What follows belongs to an exercise in optimizing a design on an open flow for small area, a short achievable clock period and few clock cycles; a production flow would make more cautious choices. At most, simulation tests tie the RTL to the original design; equivalence was not proved. The clock port is modelled as an ideal driver, which makes a skipped or thinned clock tree look cheaper than it is; a real chip needs a root buffer or a tree.

Design conversion, start of the top module:
module conversion(
	ready,postfix,
	clk,reset,load,infix
);
==> module conversion, before the edit <==
module conversion(
	ready,postfix,
	clk,reset,load,infix
);
input clk, reset, load;
input [7:0] infix;
output ready;
output [7:0] postfix;
localparam QN = 29;           
reg       c_dig, c_opn, c_cls, c_hi, c_pa, c_hp;
reg [3:0] nib;
wire [3:0] in_n = infix[3:0];
wire       ld   = load;           
always @(posedge clk) begin
	c_dig <= ld &  infix[4];
	c_opn <= ld & ~infix[4] & ~in_n[2] & ~in_n[1] & ~in_n[0];           
	c_cls <= ld & ~infix[4] & ~in_n[2] & ~in_n[1] &  in_n[0];           
	c_hi  <= ld & ~infix[4] &  in_n[1] & ~(in_n[0] ^ in_n[2]);          
	c_pa  <= ld & ~infix[4] & ~(in_n[2] & in_n[1]) & in_n[0];           
	c_hp  <= ld & ~infix[4] & (in_n[1] | in_n[0]);                      
	nib   <= in_n;
end
wire iv   = c_dig | c_opn | c_hi | c_pa;
reg  rst_r;
always @(posedge clk) rst_r <= reset;
wire c_lo = c_pa & ~c_cls;
reg        lv, lo, hv, ho;
reg [3:0]  hl, hh;            
reg        p;                 
reg [6:0]  so;                
reg        snd, rdy, hd;
reg [3:0]  h;
reg [3:0]  q [1:QN+1];
wire [3:0] hi_n = {1'b1, ho, 1'b1, ho};
wire [3:0] lo_n = {1'b1, lo, ~lo, 1'b1};
wire       n1   = c_dig | (hv & c_hp) | (lv & c_pa);             
wire       n2   = c_pa & hv & lv;                                
wire [3:0] curv = {lv, lo, hv, ho};
reg        pn;
wire       e_nib = ~snd &  pn & c_dig;
wire       e_hi  = ~snd &  pn & ~c_dig & hv;
wire       e_lo  = ~snd & (~pn | (~c_dig & ~hv));
wire       o_nib = ~snd & ~pn & c_dig;
wire       o_hi  = ~snd & ~pn & ~c_dig & hv;
wire       o_lo  = ~snd & ( pn | (~c_dig & ~hv));
wire [3:0] bn_e = ({4{e_nib}} & ~nib) | ({4{e_hi}} & ~hi_n) | ({4{e_lo}} & ~lo_n);
wire [3:0] bn_o = ({4{o_nib}} &  nib) | ({4{o_hi}} &  hi_n) | ({4{o_lo}} &  lo_n);
wire       s_cur = ~snd & c_opn;
wire [3:0] bn_es = c_opn ? ({4{s_cur}} & ~curv) : bn_e;
wire [3:0] bn_os = c_opn ? ({4{s_cur}} &  curv) : bn_o;
wire [3:0] top = ({4{so[1]}} & ~q[29]) | ({4{so[2]}} & q[28]) |
                 ({4{so[3]}} & ~q[27]) | ({4{so[4]}} & q[26]) |
                 ({4{so[5]}} & ~q[25]) | ({4{so[6]}} & q[24]);
reg [15:0] dh;                
integer k;
always @(*)
	for (k = 0; k < 16; k = k + 1) dh[k] = hl[k % 4] & hh[k / 4];
wire [7:0] ds = {1'b0, so};
wire       h0   = hl[0] & hh[0];
wire       more = ~h0;                      
wire       done = snd & ~more & ~hv & ~lv;
wire       inc  = n2 | (n1 & p);
wire rl  = ~snd & inc;
wire rr  = snd & more & ~p;
wire rlh = rl & hl[3];
wire rrh = rr & hl[0];
always @(posedge clk) begin
	hl <= rst_r ? 4'b0001 :
	      ({4{rl}} & {hl[2:0], hl[3]}) | ({4{rr}} & {hl[0], hl[3:1]}) |
	      ({4{~rl & ~rr}} & hl);
	hh <= rst_r ? 4'b0001 :
	      ({4{rlh}} & {hh[2:0], hh[3]}) | ({4{rrh}} & {hh[0], hh[3:1]}) |
	      ({4{~rlh & ~rrh}} & hh);
	p  <= ~rst_r & (p ^ (snd ? (more | done) : (n1 & ~n2)));
	pn <= ~(~rst_r & (p ^ (snd ? (more | done) : (n1 & ~n2))));
end
always @(*) q[QN+1] = 4'b0000;
genvar i;
generate for (i = 1; i <= QN; i = i + 1) begin : g_q
	wire we;
	if (i % 2 == 0)
		assign we = (~p & dh[i/2]) | (p & dh[i/2-1]) |
		            ((QN - i < 8) ? (c_opn & ds[(QN - i) % 8]) : 1'b0);
	else
		assign we = dh[i/2] |
		            ((QN - i < 8) ? (c_opn & ds[(QN - i) % 8]) : 1'b0);
	always @(posedge clk)
		if (snd | we)
			q[i] <= ~(({4{snd}} & q[i+1]) | ((i % 2 == 0) ? ((i >= QN - 5) ? bn_es : bn_e)
			                                               : ((i >= QN - 5) ? bn_os : bn_o)));
end endgenerate
always @(posedge clk) begin
	if (rst_r) begin
		so  <= 7'd1;
		snd <= 1'b0;
	end
	else if (snd) begin
		if (done)
			snd <= 1'b0;
	end
	else begin
		if (c_opn)
			so <= {so[5:0], 1'b0};
		else if (c_cls)
			so <= {1'b0, so[6:1]};
		if (iv && !load)
			snd <= 1'b1;
	end
end
wire keep = ~c_opn & ~c_pa & ~c_hi;         
always @(posedge clk) begin
	lv <= ~rst_r & ((snd & lv & (more | hv)) |
	                (~snd & ((c_cls & top[3]) | c_lo | (~c_opn & ~c_cls & lv))));
	lo <= (snd & lo) | (~snd & ((c_cls & top[2]) | (c_lo & nib[2]) | (~c_pa & lo)));
	hv <= ~rst_r & ((snd & hv & more) |
	                (~snd & ((c_cls & top[1]) | c_hi | (keep & hv))));
	ho <= (snd & ho) | (~snd & ((c_cls & top[0]) | (c_hi & nib[2]) | (~c_cls & ~c_hi & ho)));
end
wire t_q   = snd & more;
wire t_hi  = snd & ~more & hv;
wire t_lo  = snd & ~more & ~hv;
wire t_nib = ~snd & h0 & ~p & c_dig;        
wire t_h   = ~snd & ~(h0 & ~p & c_dig);
always @(posedge clk) begin
	h  <= ({4{t_q}} & ~q[1]) | ({4{t_hi}} & hi_n) | ({4{t_lo}} & lo_n) |
	      ({4{t_nib}} & nib) | ({4{t_h}} & h);
	hd <= (t_q & ~(~q[1][3] & (~q[1][2] | ~q[1][1]))) | t_nib | (t_h & hd);
end
always @(posedge clk)
	if (reset | rst_r)     rdy <= 1'b0;
	else if (snd)          rdy <= ~done;
	else if (iv && !load)  rdy <= 1'b1;
assign ready   = rdy;
assign postfix = {3'b001, hd, h};
endmodule
Settings: LEC_CHECK=0, CAP_MARGIN=20, CORE_MARGIN=2, CORE_UTILIZATION=40, SETUP_SLACK_MARGIN=2.85, SLEW_MARGIN=20; clock period 4.5 ns.
standard.sh (not shown) runs the stock make flow with config.mk's settings and CLKGATE_MAP_FILE= SYNTH_SCRIPT=/design/flow/synth_recipe.tcl, a recipe that flattens the netlist after the stock synthesis.
==> flow/flow/run.sh <==
#!/bin/bash
# Standard ORFS flow, except that the clock tree is built by flow/cts.tcl.
set -euo pipefail
# port buffers: plain buf_2 instead of the delay cell buffer_ports picks
export BUFFER_PORTS_ARGS="-buffer_cell sky130_fd_sc_hd__buf_2"
R=orfs/results/$FLOW_PLATFORM/conversion/base
bash standard.sh place > flow_place.log 2>&1
RES=$R SETUP_MARGIN=2.85 NROOT=4 NLEAF=2 ROOTBUF=sky130_fd_sc_hd__buf_16 LEAFBUF=sky130_fd_sc_hd__buf_16 \
	openroad -exit -no_init -threads $NUM_CORES flow/cts.tcl > flow_cts.log 2>&1
bash standard.sh finish > flow_finish.log 2>&1
Other scripts of this flow, unchanged in this note and not shown: flow/flow/cts.tcl, flow/flow/tree.tcl
Edit:
--- a/flow/design.v
+++ b/flow/design.v
@@ -10,9 +10,9 @@
 localparam QN = 29;           
 reg       c_dig, c_opn, c_cls, c_hi, c_pa, c_hp;
 reg [3:0] nib;
 wire [3:0] in_n = infix[3:0];
-wire       ld   = load;           
+wire       ld   = load & ~reset;
 always @(posedge clk) begin
 	c_dig <= ld &  infix[4];
 	c_opn <= ld & ~infix[4] & ~in_n[2] & ~in_n[1] & ~in_n[0];           
 	c_cls <= ld & ~infix[4] & ~in_n[2] & ~in_n[1] &  in_n[0];           
@@ -36,20 +36,18 @@
 wire [3:0] lo_n = {1'b1, lo, ~lo, 1'b1};
 wire       n1   = c_dig | (hv & c_hp) | (lv & c_pa);             
 wire       n2   = c_pa & hv & lv;                                
 wire [3:0] curv = {lv, lo, hv, ho};
-reg        pn;
-wire       e_nib = ~snd &  pn & c_dig;
-wire       e_hi  = ~snd &  pn & ~c_dig & hv;
-wire       e_lo  = ~snd & (~pn | (~c_dig & ~hv));
-wire       o_nib = ~snd & ~pn & c_dig;
-wire       o_hi  = ~snd & ~pn & ~c_dig & hv;
-wire       o_lo  = ~snd & ( pn | (~c_dig & ~hv));
-wire [3:0] bn_e = ({4{e_nib}} & ~nib) | ({4{e_hi}} & ~hi_n) | ({4{e_lo}} & ~lo_n);
-wire [3:0] bn_o = ({4{o_nib}} &  nib) | ({4{o_hi}} &  hi_n) | ({4{o_lo}} &  lo_n);
-wire       s_cur = ~snd & c_opn;
-wire [3:0] bn_es = c_opn ? ({4{s_cur}} & ~curv) : bn_e;
-wire [3:0] bn_os = c_opn ? ({4{s_cur}} &  curv) : bn_o;
+wire       e_nib = ~p & c_dig;
+wire       e_hi  = ~p & ~c_dig & hv;
+wire       e_lo  = p | (~c_dig & ~hv);
+wire       o_nib =  p & c_dig;
+wire       o_hi  =  p & ~c_dig & hv;
+wire       o_lo  = ~p | (~c_dig & ~hv);
+wire [3:0] bus_e = ({4{e_nib}} & nib) | ({4{e_hi}} & hi_n) | ({4{e_lo}} & lo_n);
+wire [3:0] bus_o = ({4{o_nib}} & nib) | ({4{o_hi}} & hi_n) | ({4{o_lo}} & lo_n);
+wire [3:0] bus_es = c_opn ? curv : bus_e;
+wire [3:0] bus_os = c_opn ? curv : bus_o;
 wire [3:0] top = ({4{so[1]}} & ~q[29]) | ({4{so[2]}} & q[28]) |
                  ({4{so[3]}} & ~q[27]) | ({4{so[4]}} & q[26]) |
                  ({4{so[5]}} & ~q[25]) | ({4{so[6]}} & q[24]);
 reg [15:0] dh;                
@@ -72,11 +70,14 @@
 	hh <= rst_r ? 4'b0001 :
 	      ({4{rlh}} & {hh[2:0], hh[3]}) | ({4{rrh}} & {hh[0], hh[3:1]}) |
 	      ({4{~rlh & ~rrh}} & hh);
 	p  <= ~rst_r & (p ^ (snd ? (more | done) : (n1 & ~n2)));
-	pn <= ~(~rst_r & (p ^ (snd ? (more | done) : (n1 & ~n2))));
 end
 always @(*) q[QN+1] = 4'b0000;
+wire [3:0] bn_e  = {4{~snd}} & ~bus_e;
+wire [3:0] bn_o  = {4{~snd}} &  bus_o;
+wire [3:0] bn_es = {4{~snd}} & ~bus_es;
+wire [3:0] bn_os = {4{~snd}} &  bus_os;
 genvar i;
 generate for (i = 1; i <= QN; i = i + 1) begin : g_q
 	wire we;
 	if (i % 2 == 0)
Effect: The changed run finished clean; wire length climbs by about 1.2%; sequential share of layout area climbs by 0.33 points; setup slack improves by 0.066 ns; global-route usage drops by 0.36 points; first-iteration DRC count climbs by 12%; final area drops by about 1.2%; hold slack improves by 0.026 ns.
Testbench counts after the change, summed over its fixed seeds: cycles 5,210.
Only the layout flow was run in the first run of this note; the RTL was not checked for function there. In every run of this note, the design's own scripts or RTL, not TritonCTS, make the clock network.

## afterwards: timing with drivers on the ports
No port has a modelled driver above. Below, the same layouts with a new extraction and two added sets of constraints. Step 1 assumes that a clkbuf_16 drives the clock port and a buf_2 every other input. Step 2 times the ports against the registers' clock, not the clock port: input delays grow and output delays shrink by t, the midpoint of the rising clock arrivals with the driver on. Slacks: ideal / step 1 / step 2; pairs: ideal / step 1.
run | t, ns | setup WS [ns] | worst setup path after step 2
the first run | 0.346 | 2.812 / 2.779 / 2.812 | register to register
the second run | 0.349 | 2.878 / 2.783 / 2.726 | input to register
After both steps every run listed still meets setup and hold. For the second run, which loses most, drivers alone change the setup slack by -0.095 ns; drivers and shift together by -0.152 ns.
